Background: an optimization exercise with open tools, aiming at small area and a short achievable clock period. Do not read the settings as production practice. Only simulation tests tie the RTL to the original design; equivalence was not proved. Power and IR drop assume default switching activity.

==> design/flow/design.v <==
module mac5 #(parameter WIDTH=32)
   (input logic [(WIDTH/2)-1:0] a,
    input logic [(WIDTH/2)-1:0] b,
    input logic               clk, reset,
    output logic [WIDTH-1:0]  out);
   logic [15:0] ra;
   logic [7:0] bneg, bone, btwo;
   logic rb15;
   wire [16:0] bx = {b, 1'b0};
   logic f;
   logic q2_0_0;
   logic q2_1_0;
   logic q2_2_0;
   logic q2_3_0;
   logic q2_3_1;
   logic q2_3_2;
   logic q2_4_0;
   logic q2_4_1;
   logic q2_5_0;
   logic q2_5_1;
   logic q2_6_0;
   logic q2_6_1;
   logic q2_7_0;
   logic q2_7_1;
   logic q2_8_0;
   logic q2_8_1;
   logic q2_9_0;
   logic q2_9_1;
   logic q2_10_0;
   logic q2_10_1;
   logic q2_11_0;
   logic q2_11_1;
   logic q2_11_2;
   logic q2_11_3;
   logic q2_12_0;
   logic q2_12_1;
   logic q2_12_2;
   logic q2_13_0;
   logic q2_13_1;
   logic q2_13_2;
   logic q2_14_0;
   logic q2_14_1;
   logic q2_14_2;
   logic q2_15_0;
   logic q2_15_1;
   logic q2_15_2;
   logic q2_16_0;
   logic q2_16_1;
   logic q2_16_2;
   logic q2_16_3;
   logic q2_17_0;
   logic q2_17_1;
   logic q2_17_2;
   logic q2_17_3;
   logic q2_18_0;
   logic q2_18_1;
   logic q2_18_2;
   logic q2_18_3;
   logic q2_19_0;
   logic q2_19_1;
   logic q2_19_2;
   logic q2_19_3;
   logic q2_20_0;
   logic q2_20_1;
   logic q2_20_2;
   logic q2_20_3;
   logic q2_21_0;
   logic q2_21_1;
   logic q2_21_2;
   logic q2_21_3;
   logic q2_22_0;
   logic q2_22_1;
   logic q2_23_0;
   logic q2_23_1;
   logic q2_23_2;
   logic q2_24_0;
   logic q2_24_1;
   logic q2_24_2;
   logic q2_25_0;
   logic q2_25_1;
   logic q2_25_2;
   logic q2_26_0;
   logic q2_26_1;
   logic q2_26_2;
   logic q2_27_0;
   logic q2_27_1;
   logic q2_27_2;
   logic q2_28_0;
   logic q2_29_0;
   logic q2_29_1;
   logic q2_30_0;
   logic q2_30_1;
   logic q2_31_0;
   logic q2_31_1;
   wire p1 = ~(((bone[0] & ra[0])) ^ bneg[0]);
   wire p2 = ~(((bone[0] & ra[1]) | (btwo[0] & ra[0])) ^ bneg[0]);
   wire p3 = ~(((bone[0] & ra[2]) | (btwo[0] & ra[1])) ^ bneg[0]);
   wire p4 = ~(((bone[0] & ra[3]) | (btwo[0] & ra[2])) ^ bneg[0]);
   wire p5 = ~(((bone[0] & ra[4]) | (btwo[0] & ra[3])) ^ bneg[0]);
   wire p6 = ~(((bone[0] & ra[5]) | (btwo[0] & ra[4])) ^ bneg[0]);
   wire p7 = ~(((bone[0] & ra[6]) | (btwo[0] & ra[5])) ^ bneg[0]);
   wire p8 = ~(((bone[0] & ra[7]) | (btwo[0] & ra[6])) ^ bneg[0]);
   wire p9 = ~(((bone[0] & ra[8]) | (btwo[0] & ra[7])) ^ bneg[0]);
   wire p10 = ~(((bone[0] & ra[9]) | (btwo[0] & ra[8])) ^ bneg[0]);
   wire p11 = ~(((bone[0] & ra[10]) | (btwo[0] & ra[9])) ^ bneg[0]);
   wire p12 = ~(((bone[0] & ra[11]) | (btwo[0] & ra[10])) ^ bneg[0]);
   wire p13 = ~(((bone[0] & ra[12]) | (btwo[0] & ra[11])) ^ bneg[0]);
   wire p14 = ~(((bone[0] & ra[13]) | (btwo[0] & ra[12])) ^ bneg[0]);
   wire p15 = ~(((bone[0] & ra[14]) | (btwo[0] & ra[13])) ^ bneg[0]);
   wire p16 = ~(((bone[0] & ra[15]) | (btwo[0] & ra[14])) ^ bneg[0]);
   wire p17 = ~(((btwo[0] & ra[15])) ^ bneg[0]);
   wire p18 = ~bneg[0];
   wire p19 = bneg[0];
   wire p20 = ~(((bone[1] & ra[0])) ^ bneg[1]);
   wire p21 = ~(((bone[1] & ra[1]) | (btwo[1] & ra[0])) ^ bneg[1]);
   wire p22 = ~(((bone[1] & ra[2]) | (btwo[1] & ra[1])) ^ bneg[1]);
   wire p23 = ~(((bone[1] & ra[3]) | (btwo[1] & ra[2])) ^ bneg[1]);
   wire p24 = ~(((bone[1] & ra[4]) | (btwo[1] & ra[3])) ^ bneg[1]);
   wire p25 = ~(((bone[1] & ra[5]) | (btwo[1] & ra[4])) ^ bneg[1]);
   wire p26 = ~(((bone[1] & ra[6]) | (btwo[1] & ra[5])) ^ bneg[1]);
   wire p27 = ~(((bone[1] & ra[7]) | (btwo[1] & ra[6])) ^ bneg[1]);
   wire p28 = ~(((bone[1] & ra[8]) | (btwo[1] & ra[7])) ^ bneg[1]);
   wire p29 = ~(((bone[1] & ra[9]) | (btwo[1] & ra[8])) ^ bneg[1]);
   wire p30 = ~(((bone[1] & ra[10]) | (btwo[1] & ra[9])) ^ bneg[1]);
   wire p31 = ~(((bone[1] & ra[11]) | (btwo[1] & ra[10])) ^ bneg[1]);
   wire p32 = ~(((bone[1] & ra[12]) | (btwo[1] & ra[11])) ^ bneg[1]);
   wire p33 = ~(((bone[1] & ra[13]) | (btwo[1] & ra[12])) ^ bneg[1]);
   wire p34 = ~(((bone[1] & ra[14]) | (btwo[1] & ra[13])) ^ bneg[1]);
   wire p35 = ~(((bone[1] & ra[15]) | (btwo[1] & ra[14])) ^ bneg[1]);
   wire p36 = ~(((btwo[1] & ra[15])) ^ bneg[1]);
   wire p37 = ~bneg[1];
   wire p38 = bneg[1];
   wire p39 = ~(((bone[2] & ra[0])) ^ bneg[2]);
   wire p40 = ~(((bone[2] & ra[1]) | (btwo[2] & ra[0])) ^ bneg[2]);
   wire p41 = ~(((bone[2] & ra[2]) | (btwo[2] & ra[1])) ^ bneg[2]);
   wire p42 = ~(((bone[2] & ra[3]) | (btwo[2] & ra[2])) ^ bneg[2]);
   wire p43 = ~(((bone[2] & ra[4]) | (btwo[2] & ra[3])) ^ bneg[2]);
   wire p44 = ~(((bone[2] & ra[5]) | (btwo[2] & ra[4])) ^ bneg[2]);
   wire p45 = ~(((bone[2] & ra[6]) | (btwo[2] & ra[5])) ^ bneg[2]);
   wire p46 = ~(((bone[2] & ra[7]) | (btwo[2] & ra[6])) ^ bneg[2]);
   wire p47 = ~(((bone[2] & ra[8]) | (btwo[2] & ra[7])) ^ bneg[2]);
   wire p48 = ~(((bone[2] & ra[9]) | (btwo[2] & ra[8])) ^ bneg[2]);
   wire p49 = ~(((bone[2] & ra[10]) | (btwo[2] & ra[9])) ^ bneg[2]);
   wire p50 = ~(((bone[2] & ra[11]) | (btwo[2] & ra[10])) ^ bneg[2]);
   wire p51 = ~(((bone[2] & ra[12]) | (btwo[2] & ra[11])) ^ bneg[2]);
   wire p52 = ~(((bone[2] & ra[13]) | (btwo[2] & ra[12])) ^ bneg[2]);
   wire p53 = ~(((bone[2] & ra[14]) | (btwo[2] & ra[13])) ^ bneg[2]);
   wire p54 = ~(((bone[2] & ra[15]) | (btwo[2] & ra[14])) ^ bneg[2]);
   wire p55 = ~(((btwo[2] & ra[15])) ^ bneg[2]);
   wire p56 = ~bneg[2];
   wire p57 = bneg[2];
   wire p58 = ~(((bone[3] & ra[0])) ^ bneg[3]);
   wire p59 = ~(((bone[3] & ra[1]) | (btwo[3] & ra[0])) ^ bneg[3]);
   wire p60 = ~(((bone[3] & ra[2]) | (btwo[3] & ra[1])) ^ bneg[3]);
   wire p61 = ~(((bone[3] & ra[3]) | (btwo[3] & ra[2])) ^ bneg[3]);
   wire p62 = ~(((bone[3] & ra[4]) | (btwo[3] & ra[3])) ^ bneg[3]);
   wire p63 = ~(((bone[3] & ra[5]) | (btwo[3] & ra[4])) ^ bneg[3]);
   wire p64 = ~(((bone[3] & ra[6]) | (btwo[3] & ra[5])) ^ bneg[3]);
   wire p65 = ~(((bone[3] & ra[7]) | (btwo[3] & ra[6])) ^ bneg[3]);
   wire p66 = ~(((bone[3] & ra[8]) | (btwo[3] & ra[7])) ^ bneg[3]);
   wire p67 = ~(((bone[3] & ra[9]) | (btwo[3] & ra[8])) ^ bneg[3]);
   wire p68 = ~(((bone[3] & ra[10]) | (btwo[3] & ra[9])) ^ bneg[3]);
   wire p69 = ~(((bone[3] & ra[11]) | (btwo[3] & ra[10])) ^ bneg[3]);
   wire p70 = ~(((bone[3] & ra[12]) | (btwo[3] & ra[11])) ^ bneg[3]);
   wire p71 = ~(((bone[3] & ra[13]) | (btwo[3] & ra[12])) ^ bneg[3]);
   wire p72 = ~(((bone[3] & ra[14]) | (btwo[3] & ra[13])) ^ bneg[3]);
   wire p73 = ~(((bone[3] & ra[15]) | (btwo[3] & ra[14])) ^ bneg[3]);
   wire p74 = ~(((btwo[3] & ra[15])) ^ bneg[3]);
   wire p75 = ~bneg[3];
   wire p76 = bneg[3];
   wire p77 = ~(((bone[4] & ra[0])) ^ bneg[4]);
   wire p78 = ~(((bone[4] & ra[1]) | (btwo[4] & ra[0])) ^ bneg[4]);
   wire p79 = ~(((bone[4] & ra[2]) | (btwo[4] & ra[1])) ^ bneg[4]);
   wire p80 = ~(((bone[4] & ra[3]) | (btwo[4] & ra[2])) ^ bneg[4]);
   wire p81 = ~(((bone[4] & ra[4]) | (btwo[4] & ra[3])) ^ bneg[4]);
   wire p82 = ~(((bone[4] & ra[5]) | (btwo[4] & ra[4])) ^ bneg[4]);
   wire p83 = ~(((bone[4] & ra[6]) | (btwo[4] & ra[5])) ^ bneg[4]);
   wire p84 = ~(((bone[4] & ra[7]) | (btwo[4] & ra[6])) ^ bneg[4]);
   wire p85 = ~(((bone[4] & ra[8]) | (btwo[4] & ra[7])) ^ bneg[4]);
   wire p86 = ~(((bone[4] & ra[9]) | (btwo[4] & ra[8])) ^ bneg[4]);
   wire p87 = ~(((bone[4] & ra[10]) | (btwo[4] & ra[9])) ^ bneg[4]);
   wire p88 = ~(((bone[4] & ra[11]) | (btwo[4] & ra[10])) ^ bneg[4]);
   wire p89 = ~(((bone[4] & ra[12]) | (btwo[4] & ra[11])) ^ bneg[4]);
   wire p90 = ~(((bone[4] & ra[13]) | (btwo[4] & ra[12])) ^ bneg[4]);
   wire p91 = ~(((bone[4] & ra[14]) | (btwo[4] & ra[13])) ^ bneg[4]);
   wire p92 = ~(((bone[4] & ra[15]) | (btwo[4] & ra[14])) ^ bneg[4]);
   wire p93 = ~(((btwo[4] & ra[15])) ^ bneg[4]);
   wire p94 = ~bneg[4];
   wire p95 = bneg[4];
   wire p96 = ~(((bone[5] & ra[0])) ^ bneg[5]);
   wire p97 = ~(((bone[5] & ra[1]) | (btwo[5] & ra[0])) ^ bneg[5]);
   wire p98 = ~(((bone[5] & ra[2]) | (btwo[5] & ra[1])) ^ bneg[5]);
   wire p99 = ~(((bone[5] & ra[3]) | (btwo[5] & ra[2])) ^ bneg[5]);
   wire p100 = ~(((bone[5] & ra[4]) | (btwo[5] & ra[3])) ^ bneg[5]);
   wire p101 = ~(((bone[5] & ra[5]) | (btwo[5] & ra[4])) ^ bneg[5]);
   wire p102 = ~(((bone[5] & ra[6]) | (btwo[5] & ra[5])) ^ bneg[5]);
   wire p103 = ~(((bone[5] & ra[7]) | (btwo[5] & ra[6])) ^ bneg[5]);
   wire p104 = ~(((bone[5] & ra[8]) | (btwo[5] & ra[7])) ^ bneg[5]);
   wire p105 = ~(((bone[5] & ra[9]) | (btwo[5] & ra[8])) ^ bneg[5]);
   wire p106 = ~(((bone[5] & ra[10]) | (btwo[5] & ra[9])) ^ bneg[5]);
   wire p107 = ~(((bone[5] & ra[11]) | (btwo[5] & ra[10])) ^ bneg[5]);
   wire p108 = ~(((bone[5] & ra[12]) | (btwo[5] & ra[11])) ^ bneg[5]);
   wire p109 = ~(((bone[5] & ra[13]) | (btwo[5] & ra[12])) ^ bneg[5]);
   wire p110 = ~(((bone[5] & ra[14]) | (btwo[5] & ra[13])) ^ bneg[5]);
   wire p111 = ~(((bone[5] & ra[15]) | (btwo[5] & ra[14])) ^ bneg[5]);
   wire p112 = ~(((btwo[5] & ra[15])) ^ bneg[5]);
   wire p113 = ~bneg[5];
   wire p114 = bneg[5];
   wire p115 = ~(((bone[6] & ra[0])) ^ bneg[6]);
   wire p116 = ~(((bone[6] & ra[1]) | (btwo[6] & ra[0])) ^ bneg[6]);
   wire p117 = ~(((bone[6] & ra[2]) | (btwo[6] & ra[1])) ^ bneg[6]);
   wire p118 = ~(((bone[6] & ra[3]) | (btwo[6] & ra[2])) ^ bneg[6]);
   wire p119 = ~(((bone[6] & ra[4]) | (btwo[6] & ra[3])) ^ bneg[6]);
   wire p120 = ~(((bone[6] & ra[5]) | (btwo[6] & ra[4])) ^ bneg[6]);
   wire p121 = ~(((bone[6] & ra[6]) | (btwo[6] & ra[5])) ^ bneg[6]);
   wire p122 = ~(((bone[6] & ra[7]) | (btwo[6] & ra[6])) ^ bneg[6]);
   wire p123 = ~(((bone[6] & ra[8]) | (btwo[6] & ra[7])) ^ bneg[6]);
   wire p124 = ~(((bone[6] & ra[9]) | (btwo[6] & ra[8])) ^ bneg[6]);
   wire p125 = ~(((bone[6] & ra[10]) | (btwo[6] & ra[9])) ^ bneg[6]);
   wire p126 = ~(((bone[6] & ra[11]) | (btwo[6] & ra[10])) ^ bneg[6]);
   wire p127 = ~(((bone[6] & ra[12]) | (btwo[6] & ra[11])) ^ bneg[6]);
   wire p128 = ~(((bone[6] & ra[13]) | (btwo[6] & ra[12])) ^ bneg[6]);
   wire p129 = ~(((bone[6] & ra[14]) | (btwo[6] & ra[13])) ^ bneg[6]);
   wire p130 = ~(((bone[6] & ra[15]) | (btwo[6] & ra[14])) ^ bneg[6]);
   wire p131 = ~(((btwo[6] & ra[15])) ^ bneg[6]);
   wire p132 = ~bneg[6];
   wire p133 = bneg[6];
   wire p134 = ~(((bone[7] & ra[0])) ^ bneg[7]);
   wire p135 = ~(((bone[7] & ra[1]) | (btwo[7] & ra[0])) ^ bneg[7]);
   wire p136 = ~(((bone[7] & ra[2]) | (btwo[7] & ra[1])) ^ bneg[7]);
   wire p137 = ~(((bone[7] & ra[3]) | (btwo[7] & ra[2])) ^ bneg[7]);
   wire p138 = ~(((bone[7] & ra[4]) | (btwo[7] & ra[3])) ^ bneg[7]);
   wire p139 = ~(((bone[7] & ra[5]) | (btwo[7] & ra[4])) ^ bneg[7]);
   wire p140 = ~(((bone[7] & ra[6]) | (btwo[7] & ra[5])) ^ bneg[7]);
   wire p141 = ~(((bone[7] & ra[7]) | (btwo[7] & ra[6])) ^ bneg[7]);
   wire p142 = ~(((bone[7] & ra[8]) | (btwo[7] & ra[7])) ^ bneg[7]);
   wire p143 = ~(((bone[7] & ra[9]) | (btwo[7] & ra[8])) ^ bneg[7]);
   wire p144 = ~(((bone[7] & ra[10]) | (btwo[7] & ra[9])) ^ bneg[7]);
   wire p145 = ~(((bone[7] & ra[11]) | (btwo[7] & ra[10])) ^ bneg[7]);
   wire p146 = ~(((bone[7] & ra[12]) | (btwo[7] & ra[11])) ^ bneg[7]);
   wire p147 = ~(((bone[7] & ra[13]) | (btwo[7] & ra[12])) ^ bneg[7]);
   wire p148 = ~(((bone[7] & ra[14]) | (btwo[7] & ra[13])) ^ bneg[7]);
   wire p149 = ~(((bone[7] & ra[15]) | (btwo[7] & ra[14])) ^ bneg[7]);
   wire p150 = ~(((btwo[7] & ra[15])) ^ bneg[7]);
   wire p151 = ~bneg[7];
   wire p152 = bneg[7];
   wire p153 = ~(ra[0] & rb15);
   wire p154 = ~(ra[1] & rb15);
   wire p155 = ~(ra[2] & rb15);
   wire p156 = ~(ra[3] & rb15);
   wire p157 = ~(ra[4] & rb15);
   wire p158 = ~(ra[5] & rb15);
   wire p159 = ~(ra[6] & rb15);
   wire p160 = ~(ra[7] & rb15);
   wire p161 = ~(ra[8] & rb15);
   wire p162 = ~(ra[9] & rb15);
   wire p163 = ~(ra[10] & rb15);
   wire p164 = ~(ra[11] & rb15);
   wire p165 = ~(ra[12] & rb15);
   wire p166 = ~(ra[13] & rb15);
   wire p167 = ~(ra[14] & rb15);
   wire p168 = ~(ra[15] & rb15);
   wire p169 = ~(out[0] & f);
   wire p170 = ~(out[1] & f);
   wire p171 = ~(out[2] & f);
   wire p172 = ~(out[3] & f);
   wire p173 = ~(out[4] & f);
   wire p174 = ~(out[5] & f);
   wire p175 = ~(out[6] & f);
   wire p176 = ~(out[7] & f);
   wire p177 = ~(out[8] & f);
   wire p178 = ~(out[9] & f);
   wire p179 = ~(out[10] & f);
   wire p180 = ~(out[11] & f);
   wire p181 = ~(out[12] & f);
   wire p182 = ~(out[13] & f);
   wire p183 = ~(out[14] & f);
   wire p184 = ~(out[15] & f);
   wire p185 = ~(out[16] & f);
   wire p186 = ~(out[17] & f);
   wire p187 = ~(out[18] & f);
   wire p188 = ~(out[19] & f);
   wire p189 = ~(out[20] & f);
   wire p190 = ~(out[21] & f);
   wire p191 = ~(out[22] & f);
   wire p192 = ~(out[23] & f);
   wire p193 = ~(out[24] & f);
   wire p194 = ~(out[25] & f);
   wire p195 = ~(out[26] & f);
   wire p196 = ~(out[27] & f);
   wire p197 = ~(out[28] & f);
   wire p198 = ~(out[29] & f);
   wire p199 = ~(out[30] & f);
   wire p200 = ~(out[31] & f);
   wire p201 = ~p19;
   wire p202 = ~p36;
   wire p203 = ~p55;
   wire p204 = ~p74;
   wire p205 = ~p93;
   wire p206 = ~p112;
   wire p207 = ~p131;
   wire p208 = ~p150;
   wire s209, c210;
   mac5_fa u_s209 (.a(p18), .b(p169), .c(p1), .s(s209), .co(c210));
   wire s211, c212;
   mac5_fa u_s211 (.a(p37), .b(p171), .c(p3), .s(s211), .co(c212));
   wire s213, c214;
   mac5_fa u_s213 (.a(p172), .b(p4), .c(p21), .s(s213), .co(c214));
   wire s215, c216;
   mac5_fa u_s215 (.a(p56), .b(p173), .c(p5), .s(s215), .co(c216));
   wire s217, c218;
   mac5_fa u_s217 (.a(p174), .b(p6), .c(p23), .s(s217), .co(c218));
   wire s219, c220;
   mac5_fa u_s219 (.a(p75), .b(p175), .c(p7), .s(s219), .co(c220));
   wire s221, c222;
   mac5_fa u_s221 (.a(p24), .b(p41), .c(p58), .s(s221), .co(c222));
   wire s223, c224;
   mac5_fa u_s223 (.a(p176), .b(p8), .c(p25), .s(s223), .co(c224));
   wire s225, c226;
   mac5_fa u_s225 (.a(p94), .b(p177), .c(p9), .s(s225), .co(c226));
   wire s227, c228;
   mac5_fa u_s227 (.a(p26), .b(p43), .c(p60), .s(s227), .co(c228));
   wire s229, c230;
   mac5_fa u_s229 (.a(p178), .b(p10), .c(p27), .s(s229), .co(c230));
   wire s231, c232;
   mac5_fa u_s231 (.a(p44), .b(p61), .c(p78), .s(s231), .co(c232));
   wire s233, c234;
   mac5_fa u_s233 (.a(p113), .b(p179), .c(p11), .s(s233), .co(c234));
   wire s235, c236;
   mac5_fa u_s235 (.a(p28), .b(p45), .c(p62), .s(s235), .co(c236));
   wire s237, c238;
   mac5_fa u_s237 (.a(p180), .b(p12), .c(p29), .s(s237), .co(c238));
   wire s239, c240;
   mac5_fa u_s239 (.a(p46), .b(p63), .c(p80), .s(s239), .co(c240));
   wire s241, c242;
   mac5_fa u_s241 (.a(p132), .b(p181), .c(p13), .s(s241), .co(c242));
   wire s243, c244;
   mac5_fa u_s243 (.a(p30), .b(p47), .c(p64), .s(s243), .co(c244));
   wire s245, c246;
   mac5_fa u_s245 (.a(p81), .b(p98), .c(p115), .s(s245), .co(c246));
   wire s247, c248;
   mac5_fa u_s247 (.a(p182), .b(p14), .c(p31), .s(s247), .co(c248));
   wire s249, c250;
   mac5_fa u_s249 (.a(p48), .b(p65), .c(p82), .s(s249), .co(c250));
   wire s251, c252;
   mac5_fa u_s251 (.a(p151), .b(p183), .c(p15), .s(s251), .co(c252));
   wire s253, c254;
   mac5_fa u_s253 (.a(p32), .b(p49), .c(p66), .s(s253), .co(c254));
   wire s255, c256;
   mac5_fa u_s255 (.a(p83), .b(p100), .c(p117), .s(s255), .co(c256));
   wire s257, c258;
   mac5_fa u_s257 (.a(p184), .b(p16), .c(p33), .s(s257), .co(c258));
   wire s259, c260;
   mac5_fa u_s259 (.a(p50), .b(p67), .c(p84), .s(s259), .co(c260));
   wire s261, c262;
   mac5_fa u_s261 (.a(p101), .b(p118), .c(p135), .s(s261), .co(c262));
   wire s263, c264;
   mac5_fa u_s263 (.a(p153), .b(p185), .c(p17), .s(s263), .co(c264));
   wire s265, c266;
   mac5_fa u_s265 (.a(p34), .b(p51), .c(p68), .s(s265), .co(c266));
   wire s267, c268;
   mac5_fa u_s267 (.a(p85), .b(p102), .c(p119), .s(s267), .co(c268));
   wire s269, c270;
   mac5_fa u_s269 (.a(p201), .b(p154), .c(p186), .s(s269), .co(c270));
   wire s271, c272;
   mac5_fa u_s271 (.a(p35), .b(p52), .c(p69), .s(s271), .co(c272));
   wire s273, c274;
   mac5_fa u_s273 (.a(p86), .b(p103), .c(p120), .s(s273), .co(c274));
   wire s275, c276;
   mac5_fa u_s275 (.a(p155), .b(p187), .c(p19), .s(s275), .co(c276));
   wire s277, c278;
   mac5_fa u_s277 (.a(p202), .b(p53), .c(p70), .s(s277), .co(c278));
   wire s279, c280;
   mac5_fa u_s279 (.a(p87), .b(p104), .c(p121), .s(s279), .co(c280));
   wire s281, c282;
   mac5_fa u_s281 (.a(p38), .b(p156), .c(p188), .s(s281), .co(c282));
   wire s283, c284;
   mac5_fa u_s283 (.a(p54), .b(p71), .c(p88), .s(s283), .co(c284));
   wire s285, c286;
   mac5_fa u_s285 (.a(p105), .b(p122), .c(p139), .s(s285), .co(c286));
   wire s287, c288;
   mac5_fa u_s287 (.a(p157), .b(p189), .c(p203), .s(s287), .co(c288));
   wire s289, c290;
   mac5_fa u_s289 (.a(p72), .b(p89), .c(p106), .s(s289), .co(c290));
   wire s291, c292;
   mac5_fa u_s291 (.a(p57), .b(p158), .c(p190), .s(s291), .co(c292));
   wire s293, c294;
   mac5_fa u_s293 (.a(p73), .b(p90), .c(p107), .s(s293), .co(c294));
   wire s295, c296;
   mac5_fa u_s295 (.a(p124), .b(p141), .c(p55), .s(s295), .co(c296));
   wire s297, c298;
   mac5_fa u_s297 (.a(p159), .b(p191), .c(p204), .s(s297), .co(c298));
   wire s299, c300;
   mac5_fa u_s299 (.a(p91), .b(p108), .c(p125), .s(s299), .co(c300));
   wire s301, c302;
   mac5_fa u_s301 (.a(p76), .b(p160), .c(p192), .s(s301), .co(c302));
   wire s303, c304;
   mac5_fa u_s303 (.a(p92), .b(p109), .c(p126), .s(s303), .co(c304));
   wire s305, c306;
   mac5_fa u_s305 (.a(p161), .b(p193), .c(p205), .s(s305), .co(c306));
   wire s307, c308;
   mac5_fa u_s307 (.a(p110), .b(p127), .c(p144), .s(s307), .co(c308));
   wire s309, c310;
   mac5_fa u_s309 (.a(p95), .b(p162), .c(p194), .s(s309), .co(c310));
   wire s311, c312;
   mac5_fa u_s311 (.a(p111), .b(p128), .c(p145), .s(s311), .co(c312));
   wire s313, c314;
   mac5_fa u_s313 (.a(p163), .b(p195), .c(p206), .s(s313), .co(c314));
   wire s315, c316;
   mac5_fa u_s315 (.a(p114), .b(p164), .c(p196), .s(s315), .co(c316));
   wire s317, c318;
   mac5_fa u_s317 (.a(p130), .b(p147), .c(p112), .s(s317), .co(c318));
   wire s319, c320;
   mac5_fa u_s319 (.a(p165), .b(p197), .c(p207), .s(s319), .co(c320));
   wire s321, c322;
   mac5_fa u_s321 (.a(p133), .b(p166), .c(p198), .s(s321), .co(c322));
   wire s323, c324;
   mac5_fa u_s323 (.a(p167), .b(p199), .c(p208), .s(s323), .co(c324));
   wire s325, c326;
   mac5_fa u_s325 (.a(p152), .b(p168), .c(p200), .s(s325), .co(c326));
   wire s327, c328;
   mac5_fa u_s327 (.a(p170), .b(p2), .c(c210), .s(s327), .co(c328));
   wire s329, c330;
   mac5_fa u_s329 (.a(p22), .b(p39), .c(c214), .s(s329), .co(c330));
   wire s331, c332;
   mac5_fa u_s331 (.a(p40), .b(c216), .c(s217), .s(s331), .co(c332));
   wire s333, c334;
   mac5_fa u_s333 (.a(c218), .b(s219), .c(s221), .s(s333), .co(c334));
   wire s335, c336;
   mac5_fa u_s335 (.a(p42), .b(p59), .c(c220), .s(s335), .co(c336));
   wire s337, c338;
   mac5_fa u_s337 (.a(p77), .b(c224), .c(s225), .s(s337), .co(c338));
   wire s339, c340;
   mac5_fa u_s339 (.a(c226), .b(c228), .c(s229), .s(s339), .co(c340));
   wire s341, c342;
   mac5_fa u_s341 (.a(p79), .b(p96), .c(c230), .s(s341), .co(c342));
   wire s343, c344;
   mac5_fa u_s343 (.a(c232), .b(s233), .c(s235), .s(s343), .co(c344));
   wire s345, c346;
   mac5_fa u_s345 (.a(p97), .b(c234), .c(c236), .s(s345), .co(c346));
   wire s347, c348;
   mac5_fa u_s347 (.a(c238), .b(c240), .c(s241), .s(s347), .co(c348));
   wire s349, c350;
   mac5_fa u_s349 (.a(p99), .b(p116), .c(c242), .s(s349), .co(c350));
   wire s351, c352;
   mac5_fa u_s351 (.a(c244), .b(c246), .c(s247), .s(s351), .co(c352));
   wire s353, c354;
   mac5_fa u_s353 (.a(p134), .b(c248), .c(c250), .s(s353), .co(c354));
   wire s355, c356;
   mac5_fa u_s355 (.a(s251), .b(s253), .c(s255), .s(s355), .co(c356));
   wire s357, c358;
   mac5_fa u_s357 (.a(c252), .b(c254), .c(c256), .s(s357), .co(c358));
   wire s359, c360;
   mac5_fa u_s359 (.a(s257), .b(s259), .c(s261), .s(s359), .co(c360));
   wire s361, c362;
   mac5_fa u_s361 (.a(p136), .b(c258), .c(c260), .s(s361), .co(c362));
   wire s363, c364;
   mac5_fa u_s363 (.a(c262), .b(s263), .c(s265), .s(s363), .co(c364));
   wire s365, c366;
   mac5_fa u_s365 (.a(p137), .b(s269), .c(c264), .s(s365), .co(c366));
   wire s367, c368;
   mac5_fa u_s367 (.a(c266), .b(c268), .c(s271), .s(s367), .co(c368));
   wire s369, c370;
   mac5_fa u_s369 (.a(c270), .b(p138), .c(s275), .s(s369), .co(c370));
   wire s371, c372;
   mac5_fa u_s371 (.a(c272), .b(c274), .c(s277), .s(s371), .co(c372));
   wire s373, c374;
   mac5_fa u_s373 (.a(c276), .b(p36), .c(s281), .s(s373), .co(c374));
   wire s375, c376;
   mac5_fa u_s375 (.a(c278), .b(c280), .c(s283), .s(s375), .co(c376));
   wire s377, c378;
   mac5_fa u_s377 (.a(c282), .b(p123), .c(p140), .s(s377), .co(c378));
   wire s379, c380;
   mac5_fa u_s379 (.a(c284), .b(c286), .c(s287), .s(s379), .co(c380));
   wire s381, c382;
   mac5_fa u_s381 (.a(s291), .b(c288), .c(c290), .s(s381), .co(c382));
   wire s383, c384;
   mac5_fa u_s383 (.a(c292), .b(p142), .c(c294), .s(s383), .co(c384));
   wire s385, c386;
   mac5_fa u_s385 (.a(c296), .b(s297), .c(s299), .s(s385), .co(c386));
   wire s387, c388;
   mac5_fa u_s387 (.a(p143), .b(p74), .c(s301), .s(s387), .co(c388));
   wire s389, c390;
   mac5_fa u_s389 (.a(c298), .b(c300), .c(s303), .s(s389), .co(c390));
   wire s391, c392;
   mac5_fa u_s391 (.a(c302), .b(c304), .c(s305), .s(s391), .co(c392));
   wire s393, c394;
   mac5_fa u_s393 (.a(p93), .b(s309), .c(c306), .s(s393), .co(c394));
   wire s395, c396;
   mac5_fa u_s395 (.a(c310), .b(p129), .c(p146), .s(s395), .co(c396));
   wire s397, c398;
   mac5_fa u_s397 (.a(s315), .b(c314), .c(s317), .s(s397), .co(c398));
   wire s399, c400;
   mac5_fa u_s399 (.a(c316), .b(p148), .c(c318), .s(s399), .co(c400));
   wire s401, c402;
   mac5_fa u_s401 (.a(p149), .b(p131), .c(s321), .s(s401), .co(c402));
   wire s403, c404;
   mac5_fa u_s403 (.a(p150), .b(s325), .c(c324), .s(s403), .co(c404));
   wire s405, c406;
   mac5_fa u_s405 (.a(p20), .b(s211), .c(c328), .s(s405), .co(c406));
   wire s407, c408;
   mac5_fa u_s407 (.a(c222), .b(s223), .c(s335), .s(s407), .co(c408));
   wire s409, c410;
   mac5_fa u_s409 (.a(s227), .b(c336), .c(s337), .s(s409), .co(c410));
   wire s411, c412;
   mac5_fa u_s411 (.a(s231), .b(c338), .c(s339), .s(s411), .co(c412));
   wire s413, c414;
   mac5_fa u_s413 (.a(s341), .b(c340), .c(s343), .s(s413), .co(c414));
   wire s415, c416;
   mac5_fa u_s415 (.a(s237), .b(s239), .c(c342), .s(s415), .co(c416));
   wire s417, c418;
   mac5_fa u_s417 (.a(s243), .b(s245), .c(c346), .s(s417), .co(c418));
   wire s419, c420;
   mac5_fa u_s419 (.a(s249), .b(s349), .c(c348), .s(s419), .co(c420));
   wire s421, c422;
   mac5_fa u_s421 (.a(c350), .b(s353), .c(c352), .s(s421), .co(c422));
   wire s423, c424;
   mac5_fa u_s423 (.a(c354), .b(s357), .c(c356), .s(s423), .co(c424));
   wire s425, c426;
   mac5_fa u_s425 (.a(s267), .b(c358), .c(s361), .s(s425), .co(c426));
   wire s427, c428;
   mac5_fa u_s427 (.a(s273), .b(c362), .c(s365), .s(s427), .co(c428));
   wire s429, c430;
   mac5_fa u_s429 (.a(s279), .b(s369), .c(c366), .s(s429), .co(c430));
   wire s431, c432;
   mac5_fa u_s431 (.a(c370), .b(s285), .c(s373), .s(s431), .co(c432));
   wire s433, c434;
   mac5_fa u_s433 (.a(c374), .b(s377), .c(s289), .s(s433), .co(c434));
   wire s435, c436;
   mac5_fa u_s435 (.a(c378), .b(s293), .c(s295), .s(s435), .co(c436));
   wire s437, c438;
   mac5_fa u_s437 (.a(c382), .b(s383), .c(s385), .s(s437), .co(c438));
   wire s439, c440;
   mac5_fa u_s439 (.a(s387), .b(c384), .c(c386), .s(s439), .co(c440));
   wire s441, c442;
   mac5_fa u_s441 (.a(c388), .b(s307), .c(c390), .s(s441), .co(c442));
   wire s443, c444;
   mac5_fa u_s443 (.a(c308), .b(s311), .c(s393), .s(s443), .co(c444));
   wire s445, c446;
   mac5_fa u_s445 (.a(c312), .b(s395), .c(s313), .s(s445), .co(c446));
   wire s447, c448;
   mac5_fa u_s447 (.a(s319), .b(s399), .c(c398), .s(s447), .co(c448));
   wire s449, c450;
   mac5_fa u_s449 (.a(c320), .b(s401), .c(c400), .s(s449), .co(c450));
   wire s451, c452;
   mac5_fa u_s451 (.a(c322), .b(c402), .c(s323), .s(s451), .co(c452));
   wire s453, c454;
   mac5_fa u_s453 (.a(1'b1), .b(q2_11_0), .c(q2_11_1), .s(s453), .co(c454));
   wire s455, c456;
   mac5_fa u_s455 (.a(1'b1), .b(q2_12_0), .c(q2_12_1), .s(s455), .co(c456));
   wire s457, c458;
   mac5_fa u_s457 (.a(1'b1), .b(q2_13_0), .c(q2_13_1), .s(s457), .co(c458));
   wire s459, c460;
   mac5_fa u_s459 (.a(1'b1), .b(q2_14_0), .c(q2_14_1), .s(s459), .co(c460));
   wire s461, c462;
   mac5_fa u_s461 (.a(1'b1), .b(q2_15_0), .c(q2_15_1), .s(s461), .co(c462));
   wire s463, c464;
   mac5_fa u_s463 (.a(q2_16_0), .b(q2_16_1), .c(q2_16_2), .s(s463), .co(c464));
   wire s465, c466;
   mac5_fa u_s465 (.a(q2_17_0), .b(q2_17_1), .c(q2_17_2), .s(s465), .co(c466));
   wire s467, c468;
   mac5_fa u_s467 (.a(q2_18_0), .b(q2_18_1), .c(q2_18_2), .s(s467), .co(c468));
   wire s469, c470;
   mac5_fa u_s469 (.a(q2_19_0), .b(q2_19_1), .c(q2_19_2), .s(s469), .co(c470));
   wire s471, c472;
   mac5_fa u_s471 (.a(q2_20_0), .b(q2_20_1), .c(q2_20_2), .s(s471), .co(c472));
   wire s473, c474;
   mac5_fa u_s473 (.a(q2_21_0), .b(q2_21_1), .c(q2_21_2), .s(s473), .co(c474));
   wire s475, c476;
   mac5_fa u_s475 (.a(1'b1), .b(q2_3_0), .c(q2_3_1), .s(s475), .co(c476));
   wire s477, c478;
   mac5_fa u_s477 (.a(1'b1), .b(q2_4_0), .c(q2_4_1), .s(s477), .co(c478));
   wire s479, c480;
   mac5_fa u_s479 (.a(1'b1), .b(q2_5_0), .c(q2_5_1), .s(s479), .co(c480));
   wire s481, c482;
   mac5_fa u_s481 (.a(1'b1), .b(q2_6_0), .c(q2_6_1), .s(s481), .co(c482));
   wire s483, c484;
   mac5_fa u_s483 (.a(1'b1), .b(q2_7_0), .c(q2_7_1), .s(s483), .co(c484));
   wire s485, c486;
   mac5_fa u_s485 (.a(1'b1), .b(q2_8_0), .c(q2_8_1), .s(s485), .co(c486));
   wire s487, c488;
   mac5_fa u_s487 (.a(1'b1), .b(q2_9_0), .c(q2_9_1), .s(s487), .co(c488));
   wire s489, c490;
   mac5_fa u_s489 (.a(1'b1), .b(q2_10_0), .c(q2_10_1), .s(s489), .co(c490));
   wire s491, c492;
   mac5_fa u_s491 (.a(q2_11_2), .b(q2_11_3), .c(s453), .s(s491), .co(c492));
   wire s493, c494;
   mac5_fa u_s493 (.a(q2_12_2), .b(c454), .c(s455), .s(s493), .co(c494));
   wire s495, c496;
   mac5_fa u_s495 (.a(q2_13_2), .b(c456), .c(s457), .s(s495), .co(c496));
   wire s497, c498;
   mac5_fa u_s497 (.a(q2_14_2), .b(c458), .c(s459), .s(s497), .co(c498));
   wire s499, c500;
   mac5_fa u_s499 (.a(q2_15_2), .b(c460), .c(s461), .s(s499), .co(c500));
   wire s501, c502;
   mac5_fa u_s501 (.a(q2_16_3), .b(c462), .c(s463), .s(s501), .co(c502));
   wire s503, c504;
   mac5_fa u_s503 (.a(q2_17_3), .b(c464), .c(s465), .s(s503), .co(c504));
   wire s505, c506;
   mac5_fa u_s505 (.a(q2_18_3), .b(c466), .c(s467), .s(s505), .co(c506));
   wire s507, c508;
   mac5_fa u_s507 (.a(q2_19_3), .b(c468), .c(s469), .s(s507), .co(c508));
   wire s509, c510;
   mac5_fa u_s509 (.a(q2_20_3), .b(c470), .c(s471), .s(s509), .co(c510));
   wire s511, c512;
   mac5_fa u_s511 (.a(q2_21_3), .b(c472), .c(s473), .s(s511), .co(c512));
   wire s513, c514;
   mac5_fa u_s513 (.a(q2_22_0), .b(q2_22_1), .c(c474), .s(s513), .co(c514));
   wire s515, c516;
   mac5_fa u_s515 (.a(q2_23_0), .b(q2_23_1), .c(q2_23_2), .s(s515), .co(c516));
   wire s517, c518;
   mac5_fa u_s517 (.a(q2_24_0), .b(q2_24_1), .c(q2_24_2), .s(s517), .co(c518));
   wire s519, c520;
   mac5_fa u_s519 (.a(q2_25_0), .b(q2_25_1), .c(q2_25_2), .s(s519), .co(c520));
   wire s521, c522;
   mac5_fa u_s521 (.a(q2_26_0), .b(q2_26_1), .c(q2_26_2), .s(s521), .co(c522));
   wire s523, c524;
   mac5_fa u_s523 (.a(q2_27_0), .b(q2_27_1), .c(q2_27_2), .s(s523), .co(c524));
   wire [31:0] sx = {q2_31_0, q2_30_0, q2_29_0, q2_28_0, s523, s521, s519, s517, s515, s513, s511, s509, s507, s505, s503, s501, s499, s497, s495, s493, s491, s489, s487, s485, s483, s481, s479, s477, s475, q2_2_0, q2_1_0, q2_0_0};
   wire [31:0] sy = {q2_31_1, q2_30_1, q2_29_1, c524, c522, c520, c518, c516, c514, c512, c510, c508, c506, c504, c502, c500, c498, c496, c494, c492, c490, c488, c486, c484, c482, c480, c478, c476, q2_3_2, 1'b1, 1'b1, 1'b1};
   wire [31:0] sp = sx ^ sy, sg = sx & sy;
   wire lG1 = sg[0] | (sp[0] & 1'b1);
   wire lG2 = sg[2] | (sp[2] & sg[1]);
   wire lP2 = sp[2] & sp[1];
   wire lG3 = sg[1] | (sp[1] & lG1);
   wire lG4 = lG2 | (lP2 & lG1);
   wire lG5 = sg[3] | (sp[3] & lG4);
   logic q3_lo0;
   logic q3_lo1;
   logic q3_lo2;
   logic q3_lo3;
   logic q3_ck;
   logic [31:4] q3_p, q3_g;
   wire hG1 = q3_g[4] | (q3_p[4] & q3_ck);
   wire hG2 = q3_g[6] | (q3_p[6] & q3_g[5]);
   wire hP2 = q3_p[6] & q3_p[5];
   wire hG3 = q3_g[8] | (q3_p[8] & q3_g[7]);
   wire hP3 = q3_p[8] & q3_p[7];
   wire hG4 = q3_g[10] | (q3_p[10] & q3_g[9]);
   wire hP4 = q3_p[10] & q3_p[9];
   wire hG5 = q3_g[12] | (q3_p[12] & q3_g[11]);
   wire hP5 = q3_p[12] & q3_p[11];
   wire hG6 = q3_g[14] | (q3_p[14] & q3_g[13]);
   wire hP6 = q3_p[14] & q3_p[13];
   wire hG7 = q3_g[16] | (q3_p[16] & q3_g[15]);
   wire hP7 = q3_p[16] & q3_p[15];
   wire hG8 = q3_g[18] | (q3_p[18] & q3_g[17]);
   wire hP8 = q3_p[18] & q3_p[17];
   wire hG9 = q3_g[20] | (q3_p[20] & q3_g[19]);
   wire hP9 = q3_p[20] & q3_p[19];
   wire hG10 = q3_g[22] | (q3_p[22] & q3_g[21]);
   wire hP10 = q3_p[22] & q3_p[21];
   wire hG11 = q3_g[24] | (q3_p[24] & q3_g[23]);
   wire hP11 = q3_p[24] & q3_p[23];
   wire hG12 = q3_g[26] | (q3_p[26] & q3_g[25]);
   wire hP12 = q3_p[26] & q3_p[25];
   wire hG13 = q3_g[28] | (q3_p[28] & q3_g[27]);
   wire hP13 = q3_p[28] & q3_p[27];
   wire hG14 = q3_g[30] | (q3_p[30] & q3_g[29]);
   wire hP14 = q3_p[30] & q3_p[29];
   wire hG15 = q3_g[5] | (q3_p[5] & hG1);
   wire hG16 = hG2 | (hP2 & hG1);
   wire hG17 = q3_g[9] | (q3_p[9] & hG3);
   wire hP17 = q3_p[9] & hP3;
   wire hG18 = hG4 | (hP4 & hG3);
   wire hP18 = hP4 & hP3;
   wire hG19 = q3_g[13] | (q3_p[13] & hG5);
   wire hP19 = q3_p[13] & hP5;
   wire hG20 = hG6 | (hP6 & hG5);
   wire hP20 = hP6 & hP5;
   wire hG21 = q3_g[17] | (q3_p[17] & hG7);
   wire hP21 = q3_p[17] & hP7;
   wire hG22 = hG8 | (hP8 & hG7);
   wire hP22 = hP8 & hP7;
   wire hG23 = q3_g[21] | (q3_p[21] & hG9);
   wire hP23 = q3_p[21] & hP9;
   wire hG24 = hG10 | (hP10 & hG9);
   wire hP24 = hP10 & hP9;
   wire hG25 = q3_g[25] | (q3_p[25] & hG11);
   wire hP25 = q3_p[25] & hP11;
   wire hG26 = hG12 | (hP12 & hG11);
   wire hP26 = hP12 & hP11;
   wire hG27 = q3_g[29] | (q3_p[29] & hG13);
   wire hP27 = q3_p[29] & hP13;
   wire hG28 = hG14 | (hP14 & hG13);
   wire hP28 = hP14 & hP13;
   wire hG29 = q3_g[7] | (q3_p[7] & hG16);
   wire hG30 = hG3 | (hP3 & hG16);
   wire hG31 = hG17 | (hP17 & hG16);
   wire hG32 = hG18 | (hP18 & hG16);
   wire hG33 = q3_g[15] | (q3_p[15] & hG20);
   wire hP33 = q3_p[15] & hP20;
   wire hG34 = hG7 | (hP7 & hG20);
   wire hP34 = hP7 & hP20;
   wire hG35 = hG21 | (hP21 & hG20);
   wire hP35 = hP21 & hP20;
   wire hG36 = hG22 | (hP22 & hG20);
   wire hP36 = hP22 & hP20;
   wire hG37 = q3_g[23] | (q3_p[23] & hG24);
   wire hP37 = q3_p[23] & hP24;
   wire hG38 = hG11 | (hP11 & hG24);
   wire hP38 = hP11 & hP24;
   wire hG39 = hG25 | (hP25 & hG24);
   wire hP39 = hP25 & hP24;
   wire hG40 = hG26 | (hP26 & hG24);
   wire hP40 = hP26 & hP24;
   wire hG41 = q3_g[31] | (q3_p[31] & hG28);
   wire hP41 = q3_p[31] & hP28;
   wire hG42 = q3_g[11] | (q3_p[11] & hG32);
   wire hG43 = hG5 | (hP5 & hG32);
   wire hG44 = hG19 | (hP19 & hG32);
   wire hG45 = hG20 | (hP20 & hG32);
   wire hG46 = hG33 | (hP33 & hG32);
   wire hG47 = hG34 | (hP34 & hG32);
   wire hG48 = hG35 | (hP35 & hG32);
   wire hG49 = hG36 | (hP36 & hG32);
   wire hG50 = q3_g[27] | (q3_p[27] & hG40);
   wire hP50 = q3_p[27] & hP40;
   wire hG51 = hG13 | (hP13 & hG40);
   wire hP51 = hP13 & hP40;
   wire hG52 = hG27 | (hP27 & hG40);
   wire hP52 = hP27 & hP40;
   wire hG53 = hG28 | (hP28 & hG40);
   wire hP53 = hP28 & hP40;
   wire hG54 = hG41 | (hP41 & hG40);
   wire hP54 = hP41 & hP40;
   wire hG55 = q3_g[19] | (q3_p[19] & hG49);
   wire hG56 = hG9 | (hP9 & hG49);
   wire hG57 = hG23 | (hP23 & hG49);
   wire hG58 = hG24 | (hP24 & hG49);
   wire hG59 = hG37 | (hP37 & hG49);
   wire hG60 = hG38 | (hP38 & hG49);
   wire hG61 = hG39 | (hP39 & hG49);
   wire hG62 = hG40 | (hP40 & hG49);
   wire hG63 = hG50 | (hP50 & hG49);
   wire hG64 = hG51 | (hP51 & hG49);
   wire hG65 = hG52 | (hP52 & hG49);
   wire hG66 = hG53 | (hP53 & hG49);
   wire hG67 = hG54 | (hP54 & hG49);
   wire [31:0] nsum = {~(q3_p[31] ^ hG66), ~(q3_p[30] ^ hG65), ~(q3_p[29] ^ hG64), ~(q3_p[28] ^ hG63), ~(q3_p[27] ^ hG62), ~(q3_p[26] ^ hG61), ~(q3_p[25] ^ hG60), ~(q3_p[24] ^ hG59), ~(q3_p[23] ^ hG58), ~(q3_p[22] ^ hG57), ~(q3_p[21] ^ hG56), ~(q3_p[20] ^ hG55), ~(q3_p[19] ^ hG49), ~(q3_p[18] ^ hG48), ~(q3_p[17] ^ hG47), ~(q3_p[16] ^ hG46), ~(q3_p[15] ^ hG45), ~(q3_p[14] ^ hG44), ~(q3_p[13] ^ hG43), ~(q3_p[12] ^ hG42), ~(q3_p[11] ^ hG32), ~(q3_p[10] ^ hG31), ~(q3_p[9] ^ hG30), ~(q3_p[8] ^ hG29), ~(q3_p[7] ^ hG16), ~(q3_p[6] ^ hG15), ~(q3_p[5] ^ hG1), ~(q3_p[4] ^ q3_ck), q3_lo3, q3_lo2, q3_lo1, q3_lo0};
   always @(posedge clk) begin
      q3_lo0 <= ~(sp[0] ^ 1'b1);
      q3_lo1 <= ~(sp[1] ^ lG1);
      q3_lo2 <= ~(sp[2] ^ lG3);
      q3_lo3 <= ~(sp[3] ^ lG4);
      q3_ck <= lG5;
      q3_p <= sp[31:4];
      q3_g <= sg[31:4];
   end
   always @(posedge clk or negedge reset)
     if (!reset) f <= 1'b0;
     else f <= 1'b1;
   always @(posedge clk) begin
      ra <= a;
      bneg[0] <= bx[2];
      bone[0] <= bx[1] ^ bx[0];
      btwo[0] <= (bx[2] & ~bx[1] & ~bx[0]) | (~bx[2] & bx[1] & bx[0]);
      bneg[1] <= bx[4];
      bone[1] <= bx[3] ^ bx[2];
      btwo[1] <= (bx[4] & ~bx[3] & ~bx[2]) | (~bx[4] & bx[3] & bx[2]);
      bneg[2] <= bx[6];
      bone[2] <= bx[5] ^ bx[4];
      btwo[2] <= (bx[6] & ~bx[5] & ~bx[4]) | (~bx[6] & bx[5] & bx[4]);
      bneg[3] <= bx[8];
      bone[3] <= bx[7] ^ bx[6];
      btwo[3] <= (bx[8] & ~bx[7] & ~bx[6]) | (~bx[8] & bx[7] & bx[6]);
      bneg[4] <= bx[10];
      bone[4] <= bx[9] ^ bx[8];
      btwo[4] <= (bx[10] & ~bx[9] & ~bx[8]) | (~bx[10] & bx[9] & bx[8]);
      bneg[5] <= bx[12];
      bone[5] <= bx[11] ^ bx[10];
      btwo[5] <= (bx[12] & ~bx[11] & ~bx[10]) | (~bx[12] & bx[11] & bx[10]);
      bneg[6] <= bx[14];
      bone[6] <= bx[13] ^ bx[12];
      btwo[6] <= (bx[14] & ~bx[13] & ~bx[12]) | (~bx[14] & bx[13] & bx[12]);
      bneg[7] <= bx[16];
      bone[7] <= bx[15] ^ bx[14];
      btwo[7] <= (bx[16] & ~bx[15] & ~bx[14]) | (~bx[16] & bx[15] & bx[14]);
      rb15 <= b[15];
      q2_0_0 <= s209;
      q2_1_0 <= s327;
      q2_2_0 <= s405;
      q2_3_0 <= c212;
      q2_3_1 <= s213;
      q2_3_2 <= c406;
      q2_4_0 <= s215;
      q2_4_1 <= s329;
      q2_5_0 <= c330;
      q2_5_1 <= s331;
      q2_6_0 <= c332;
      q2_6_1 <= s333;
      q2_7_0 <= s407;
      q2_7_1 <= c334;
      q2_8_0 <= s409;
      q2_8_1 <= c408;
      q2_9_0 <= s411;
      q2_9_1 <= c410;
      q2_10_0 <= s413;
      q2_10_1 <= c412;
      q2_11_0 <= s415;
      q2_11_1 <= s345;
      q2_11_2 <= c344;
      q2_11_3 <= c414;
      q2_12_0 <= s417;
      q2_12_1 <= s347;
      q2_12_2 <= c416;
      q2_13_0 <= s419;
      q2_13_1 <= s351;
      q2_13_2 <= c418;
      q2_14_0 <= s421;
      q2_14_1 <= s355;
      q2_14_2 <= c420;
      q2_15_0 <= s423;
      q2_15_1 <= s359;
      q2_15_2 <= c422;
      q2_16_0 <= s425;
      q2_16_1 <= c360;
      q2_16_2 <= s363;
      q2_16_3 <= c424;
      q2_17_0 <= s427;
      q2_17_1 <= c364;
      q2_17_2 <= s367;
      q2_17_3 <= c426;
      q2_18_0 <= s429;
      q2_18_1 <= c368;
      q2_18_2 <= s371;
      q2_18_3 <= c428;
      q2_19_0 <= s431;
      q2_19_1 <= c372;
      q2_19_2 <= s375;
      q2_19_3 <= c430;
      q2_20_0 <= s433;
      q2_20_1 <= c376;
      q2_20_2 <= s379;
      q2_20_3 <= c432;
      q2_21_0 <= s435;
      q2_21_1 <= s381;
      q2_21_2 <= c380;
      q2_21_3 <= c434;
      q2_22_0 <= s437;
      q2_22_1 <= c436;
      q2_23_0 <= s439;
      q2_23_1 <= s389;
      q2_23_2 <= c438;
      q2_24_0 <= s441;
      q2_24_1 <= s391;
      q2_24_2 <= c440;
      q2_25_0 <= s443;
      q2_25_1 <= c392;
      q2_25_2 <= c442;
      q2_26_0 <= s445;
      q2_26_1 <= c394;
      q2_26_2 <= c444;
      q2_27_0 <= c396;
      q2_27_1 <= s397;
      q2_27_2 <= c446;
      q2_28_0 <= s447;
      q2_29_0 <= s449;
      q2_29_1 <= c448;
      q2_30_0 <= s451;
      q2_30_1 <= c450;
      q2_31_0 <= s403;
      q2_31_1 <= c452;
      out <= nsum;
   end
endmodule
module mac5_fa (input logic a, b, c, output logic s, co);
   assign s = a ^ b ^ c;
   assign co = (a & b) | (a & c) | (b & c);
endmodule
==> design/flow/flow/run.sh <==
#!/bin/bash
# Standard layout, with port buffers of a plain buffer cell, sizing not held to
# the cells' footprints, and a clock tree without dummy loads.
bash standard.sh MATCH_CELL_FOOTPRINT=0 \
  BUFFER_PORTS_ARGS="-buffer_cell sky130_fd_sc_hd__buf_2" \
  CTS_ARGS="-sink_clustering_enable -repair_clock_nets -dont_use_dummy_load -sink_clustering_size 30 -sink_clustering_max_diameter 60" \
  finish > standard.log 2>&1
==> design/flow/standard.sh <==
#!/bin/bash
# synth_recipe.tcl (not shown) runs the flow's synth.tcl, then flattens the netlist and writes it again
# the make line also repeats each setting of config.mk as NAME=value (left out here)
make -C /OpenROAD-flow-scripts/flow DESIGN_CONFIG=/design/flow/config.mk WORK_HOME=/design/flow/orfs CLKGATE_MAP_FILE= SYNTH_SCRIPT=/design/flow/synth_recipe.tcl "${@:-finish}"
==> design/flow/config.mk <==
export PLATFORM = sky130hd
export DESIGN_NAME = mac5
export DESIGN_NICKNAME = mac5
export VERILOG_FILES = /design/flow/design.v
export SDC_FILE = /design/flow/constraint.sdc
export NUM_CORES = 4
export LEC_CHECK = 0
export ABC_CLOCK_PERIOD_IN_PS = 1000
export CAP_MARGIN = 20
export CORE_MARGIN = 2
export CORE_UTILIZATION = 40
export SETUP_SLACK_MARGIN = 4.7
export SLEW_MARGIN = 20
export SYNTH_HIERARCHICAL = 1
export SYNTH_MINIMUM_KEEP_SIZE = 0
==> design/flow/constraint.sdc <==
create_clock -name core_clock -period 7.0 [get_ports {clk}]
set_input_delay 1.4000 -clock core_clock [delete_from_list [all_inputs] [get_ports {clk}]]
set_output_delay 1.4000 -clock core_clock [all_outputs]
set_load 0.01 [all_outputs]
==> flow_metrics.env, run 1 <==
export IMPL_hold_path_class="reg -> reg"
export IMPL_arrival_ns=2.78
export IMPL_ios=66
export IMPL_multi_input_area_um2=7240
export IMPL_required_ns=7.39
export IMPL_rsz0062_at_grt="true"
export IMPL_num_vias=7508
export IMPL_avgViaCountPerCell=5.07
export IMPL_skew_ns=0.0501
export IMPL_grtUsageTotal_pct=18.5
export IMPL_ant_nets=0
export IMPL_clkSinkCount=217
export IMPL_tritoncts="built"
export IMPL_setup_slack_ns=4.61
export IMPL_layout_drive_gt1_share_pct=33.3
export IMPL_synth_top_cell_by_area="dfxtp_1"
export IMPL_critPathLaunchType="register"
export IMPL_htreeDepth=1
export IMPL_drc=0
export IMPL_power_density_nw_per_um2=401
export IMPL_core_um2=28500
export IMPL_die_h_um=174
export IMPL_first_pass_iters=5
export IMPL_die_x_um=174
export IMPL_grt_pass1_wl_mm=44.2
export IMPL_grt_antenna_before_repair=0
export IMPL_finalHoldViolations=0
export IMPL_routed_wl_mm=27.7
export IMPL_fin_crit_sh_pct=34.2
export IMPL_cts_buffers_inserted=18
export IMPL_num_rows=62
export IMPL_hold_buffers=0
export IMPL_synth_top_area_share_pct=37.5
export IMPL_synthArstFlopShare_pct=0.461
export IMPL_mostFrequentLayoutCell="dfxtp_1"
export IMPL_die_area_um2=30200
export IMPL_grt_start_max_net_pins=33
export IMPL_preCtsSetupSlack_ns=4.11
export IMPL_ys_types=37
export IMPL_syn2layout_area_growth_pct=24.5
export IMPL_maxSlewViolCount=0
export IMPL_layout_cells_non_filler=1482
export IMPL_yosys_warnings=7
export IMPL_avgSynthCellArea_um2=12.0
export IMPL_clockBufferDepth=3
export IMPL_cts_root_buffer="clkbuf_16"
export IMPL_start_util_pct=40.4
export IMPL_setup_worst_path_class="reg -> reg"
export IMPL_synth_edf_count=0
export IMPL_ir_drop_mv=0.273
export IMPL_gp_congestion=0.853
export IMPL_yosysSeqAreaShare_pct=37.7
export IMPL_grt_pass1_vias=8134
export IMPL_dp_cells=1350
export IMPL_drv_cap=0
export IMPL_synth_area_leaders="dfxtp_1 38%, fa_1 27%, xnor2_1 11%"
export IMPL_clk_latency_ns=0.51
export IMPL_wl_per_cell_um=18.7
export IMPL_min_period_ns=2.39
export IMPL_drt_iter0_drc=552
export IMPL_layout_common_cells="145 x dfxtp_1, 131 x fa_1, 130 x xnor2_1, 100 x buf_4, 89 x a22oi_1"
export IMPL_leakagePower_nw=5.65
export IMPL_dp_hpwl_mm=18.6
export IMPL_timing_fmax_mhz=418
export IMPL_seqCellArea_um2=4520
export IMPL_num_nets_final=1325
export IMPL_synthCells=963
export IMPL_grt_overflow=0
export IMPL_ys_ff_latch=217
export IMPL_diodes=0
export IMPL_finalSetupTns_ns=0
export IMPL_end_kind="register"
export IMPL_setup_viol=0
export IMPL_ys_flop_type="dfxtp_1"
export IMPL_portBuffers=65
export IMPL_clkTransAtPathRegs_ns=0.09
export IMPL_fillCellCount=2579
export IMPL_design_power_total_mw=5.76
export IMPL_syn_area_um2=11500
export IMPL_status="complete, no violations"
export IMPL_critical_path_max_fanout=10
[modules after synthesis (local to each module, per instance)]
module / flops+latches / cell area [µm²]
mac5: 217 / 8370
mac5_fa: 0 / 20.0
[kinds of logic after synthesis]
group	Yosys count	share of synthesized area, %
other	1	0.0325
AND/OR/NAND/NOR	113	4.41
flip-flops	217	37.7
adder cells (fa/ha/maj)	191	31.0
AO/OA/AOI/OAI	169	10.7
buffers and inverters	105	3.42
XOR/XNOR	167	12.7
[flip-flops by register name, summed over array words and instances, names as in the netlist, 8 cells and up]
name and cells:
bneg 8, ra 16, bone 8, q3_p 28, btwo 8, q3_g 27
out 32
[per-layer routing]
metal / part of all wire, % / vias to the layer above / track usage, %
met5: 0 / - / 0
met4: 2.5 / 0 / 4.66
met3: 5.5 / 51 / 2.89
met2: 49 / 253 / 31.4
met1: 43 / 3795 / 24.8
li1: - / 3409 / -
[worst paths after layout]
path / start / to / slack (ns) / cells after the start
max in group asynchronous: reset / f / 6.26 / 1
setup / recovery: ra[7] / q2_8_0 / 4.61 / 6
hold / removal: q3_lo2 / out[2] / 0.26 / 0
setup reg to reg: ra[7] / q2_8_0 / 4.61 / 6
min in group asynchronous: reset / f / 0.65 / 1
hold reg to reg: q3_lo2 / out[2] / 0.26 / 0
[final cells by class]
type	instances	share of cell area, %
multi-input cells	654	50.4
flip-flops and latches	217	31.5
repair buffers	181	10.6
well taps	384	3.35
clock buffers	18	3.14
inverters	28	0.976
[power breakdown]
part,switching (mW),internal (mW)
Clock,0.421,0.453
Combinational,1.26,1.37
Sequential,0.383,1.88
[critical path, stage by stage (launching register included)]
cell and delay (ns):
dfxtp_4 0.37, buf_12 0.15, a22oi_2 0.22, xnor2_2 0.14, fa_2 0.47, fa_2 0.54
fa_1 0.39
[what timing repair did]
action	in CTS	in global routing
endpoints found under the setup margin	107	76
setup buffers	81	32
gates cloned	0	1
resized for setup	201	45
pin swaps	20	28
[through the flow]
| stage | cell area [µm²] | hold slack [ns] | util (%) |
|---|---|---|---|
| detailed placement | 12200 | 0.312 | 42.7 |
| CTS | 13900 | 0.261 | 48.7 |
| global placement | 12200 | 0.311 | 42.7 |
| global route | 14400 | 0.252 | 50.3 |
| finish | 14400 | 0.261 | 50.3 |
| floorplan | 11900 | 0.310 | - |
[cells in the mapped netlist (all sizes together) (2+ instances only)]
cell	count
dfxtp	216
fa	158
xnor2	145
a22oi	120
nand2	73
clkbuf	68
ha	33
inv	28
xor2	22
a21oi	17
o21ai	15
nand2b	11
buf	9
nor2	9
nand3b	8
a21o	4
nor2b	4
nand3	3
nand4	3
o211ai	3
a211oi	2
o31ai	2
==> run 2: changes to the inputs <==
--- a/design/flow/config.mk
+++ b/design/flow/config.mk
@@ -9,7 +9,7 @@
 export CAP_MARGIN = 20
 export CORE_MARGIN = 2
 export CORE_UTILIZATION = 40
-export SETUP_SLACK_MARGIN = 4.7
+export SETUP_SLACK_MARGIN = 4.4
 export SLEW_MARGIN = 20
 export SYNTH_HIERARCHICAL = 1
 export SYNTH_MINIMUM_KEEP_SIZE = 0
==> run 2 against run 1 <==
Net effect:
- flip-flop and latch count stayed put
- core utilization is 5.6 points lower
- sequential power hardly changed
- first-iteration DRC count is 1.3% higher
- non-clock buffer count is 115 lower
- register-to-register slack worse by 0.13 ns
- via count is 7.6% lower
- sequential share of layout area is 3.3 points higher
- cell count is 7.5% lower
- maximum frequency is 5.2% lower
- power is 6.3% lower
- combinational power is 16% lower
==> flow_metrics.env, run 2 <==
export IMPL_final_area_um2=12700
export IMPL_fin_crit_sh_pct=36.0
export IMPL_worstSetupPathDepth=5
export IMPL_whs_ns=0.306
export IMPL_portBuffers=65
export IMPL_clk_latency_ns=0.51
export IMPL_r2r_start="bone[3]"
export IMPL_synth_edf_count=0
export IMPL_hold_start="q3_lo0"
export IMPL_critical_path_max_fanout=16
export IMPL_status="complete, no violations"
export IMPL_grt_antenna_before_repair=1
export IMPL_syn_area_um2=11500
export IMPL_cts_root_buffer="clkbuf_16"
export IMPL_synthArstFlopShare_pct=0.461
export IMPL_synth_area_leaders="dfxtp_1 38%, fa_1 27%, xnor2_1 11%"
export IMPL_first_pass_iters=5
export IMPL_cts_setup_buffers=0
export IMPL_max_stage_delay_ns=0.55
export IMPL_grt_pass1_wl_mm=41.8
export IMPL_startpoint="bone[3]"
export IMPL_dpl_cell_area_um2=12100
export IMPL_yosys_warnings=7
export IMPL_die_x_um=174
export IMPL_netlist_top_cells_count="216 x dfxtp_1, 158 x fa_1, 145 x xnor2_1"
export IMPL_avgSynthCellArea_um2=12.0
export IMPL_biggestRegsByFlops="out x32, q3_p x28, q3_g x27"
export IMPL_leakagePower_nw=4.92
export IMPL_synthCells=963
export IMPL_ys_types=37
export IMPL_tritoncts="built"
export IMPL_path_common_cell="fa_1"
export IMPL_cp_top_family="adder cells"
export IMPL_reg2regPathDepth=5
export IMPL_arrival_ns=2.89
export IMPL_layout_drive_gt1_share_pct=13.7
export IMPL_regMostFlops="out"
export IMPL_synth_top_area_share_pct=37.5
export IMPL_wl_per_cell_um=18.5
export IMPL_crit_buf_inv=0
export IMPL_ys_flop_type="dfxtp_1"
export IMPL_ys_ff_latch=217
export IMPL_yosysSeqAreaShare_pct=37.7
export IMPL_die_h_um=174
export IMPL_setup_viol=0
export IMPL_num_nets_final=1213
export IMPL_skew_ns=0.0662
export IMPL_clkSinkCount=217
export IMPL_cp_slowest_cell="dfxtp_2"
export IMPL_rrSetupSlack_ns=4.48
export IMPL_largest_register_ffs=32
export IMPL_design_power_total_mw=5.40
export IMPL_clockBufferDepth=3
export IMPL_critPathLaunchType="register"
export IMPL_timing_fmax_mhz=396
export IMPL_synth_top_cell_by_area="dfxtp_1"
export IMPL_end_kind="register"
export IMPL_start_util_pct=40.4
export IMPL_num_rows=62
export IMPL_finalSetupTns_ns=0
export IMPL_drt_iter0_drc=559
export IMPL_drv_cap=0
export IMPL_power_density_nw_per_um2=424
export IMPL_syn2layout_area_growth_pct=10.6
export IMPL_crit_path_end="q2_10_0"
export IMPL_ir_drop_mv=0.220
export IMPL_grtUsageTotal_pct=17.5
export IMPL_maxSlewViolCount=0
export IMPL_grt_pass1_vias=7462
export IMPL_r2r_end="q2_10_0"
export IMPL_core_um2=28500
export IMPL_min_period_ns=2.52
export IMPL_avgViaCountPerCell=5.06
export IMPL_dp_hpwl_mm=18.4
export IMPL_gp_congestion=0.846
export IMPL_crit_chain="a22oi_1 > xnor2_1 > fa_1 > fa_1 > fa_1"
export IMPL_mostFrequentLayoutCell="dfxtp_1"
export IMPL_finalHoldViolations=0
export IMPL_cts_buffers_inserted=21
export IMPL_ios=66
export IMPL_rsz0062_at_grt="true"
export IMPL_grt_start_max_net_pins=33
export IMPL_num_vias=6941
export IMPL_setup_worst_path_class="reg -> reg"
export IMPL_hold_depth=0
export IMPL_die_area_um2=30200
export IMPL_layout_common_cells="183 x dfxtp_1, 158 x fa_1, 145 x xnor2_1, 120 x a22oi_1, 73 x nand2_1"
export IMPL_clkTransAtPathRegs_ns=0.06
export IMPL_ant_nets=0
export IMPL_hold_path_class="reg -> reg"
export IMPL_required_ns=7.37
export IMPL_htreeDepth=1
export IMPL_drc=0
export IMPL_routed_wl_mm=25.3
export IMPL_grt_overflow=0
export IMPL_yosysMostFrequentCell="dfxtp_1"
[run 2: cell types whose count changed in the layout (fill, tap and decap cells not counted), sizes merged]
cell,before,now
buf,178,66
diode,0,1
[run 2: logic make-up (layout without fill, tap and decap cells)]
family / after synthesis / after routing / share of synthesized area [%]
xor+xnor: 167 / 167 / 12.7
buf+inv: 105 / 115 / 3.42
fa+ha+maj: 191 / 191 / 31.0
other cells: 1 / 15 / 0.0325
simple gates: 113 / 113 / 4.41
compound gates: 169 / 169 / 10.7
flops: 217 / 217 / 37.7
[run 2: metrics by stage]
stage	std cells	util, %	worst slack (ns)
after floorplan	976	-	4.39
after global placement	1349	42.4	4.06
after detailed placement	1349	42.4	3.90
after CTS	1370	44.4	4.39
after global routing	1370	44.6	4.38
final	1371	44.7	4.48
[run 2: power breakdown]
group	switching [mW]	total, mW	internal, mW
clock	0.421	0.947	0.525
sequential	0.396	2.26	1.86
combinational	1.13	2.20	1.06
[run 2: what timing repair did]
action | CTS | global route
hold buffers | 0 | 0
endpoints found under the setup margin | 51 | 11
pin swaps | 1 | 0
resized for setup | 39 | 29
[run 2: cell type report]
type	instances	area [µm²]
timing repair buffer	66	337
fill	2697	15800
multi-input combinational	654	6840
tap	384	480
antenna	1	2.50
sequential	217	4430
clock buffer	21	526
inverter	28	125
[run 2: how the worst min path moves through the flow]
stage                     slack (ns)      to
final                           0.31  out[0]
after global routing            0.31  out[0]
after CTS                       0.31  out[0]
after detailed placement        0.31  out[0]
after global placement          0.31  out[0]
after floorplan                 0.31  out[0]
[run 2: per-layer routing]
layer	global-route usage (%)	routed length, µm
met5	0	0
met2	28.7	12100
met3	3.05	1790
met4	3.50	427
met1	24.6	11000
[run 2: modules after synthesis (local to each module, per instance)]
module,flops+latches,times used,cell area [µm²]
mac5_fa,0,158,20.0
mac5,217,1,8370
[run 2: worst reg2reg max path, delay by kind of cell, from the launching register on]
family	cells	cell delay [ns]
AO/OA/AOI/OAI	1	0.16
XOR/XNOR	1	0.23
adder cells (fa/ha/maj)	3	1.44
flip-flops	1	0.55

re-timing with driven ports:
The flow's constraints put no driver on any port. The routed layouts listed below were extracted and timed again, unchanged, in two steps. Step 1 sets driving cells, clkbuf_16 on the clock port and buf_2 on the other inputs (assumed; they add their load-dependent delay and slew). Step 2 also shifts input and output timing later by t, the mid clock arrival at the registers, as if the neighbouring blocks saw the same clock. Slacks: no drivers / after step 1 / after step 2; pairs: no drivers / after step 1.
| run | t (ns) | setup slack, ns | worst setup path at the end | latest minus earliest clock arrival (ns) | pins driven straight from the clock port |
|---|---|---|---|---|---|
| run 1 | 0.534 | 4.609 / 4.581 / 4.609 | register to register | 0.056 / 0.057 | 1 |
| run 2 | 0.529 | 4.477 / 4.477 / 4.477 | register to register | 0.067 / 0.067 | 1 |
After both steps setup and hold are still met in every run listed.
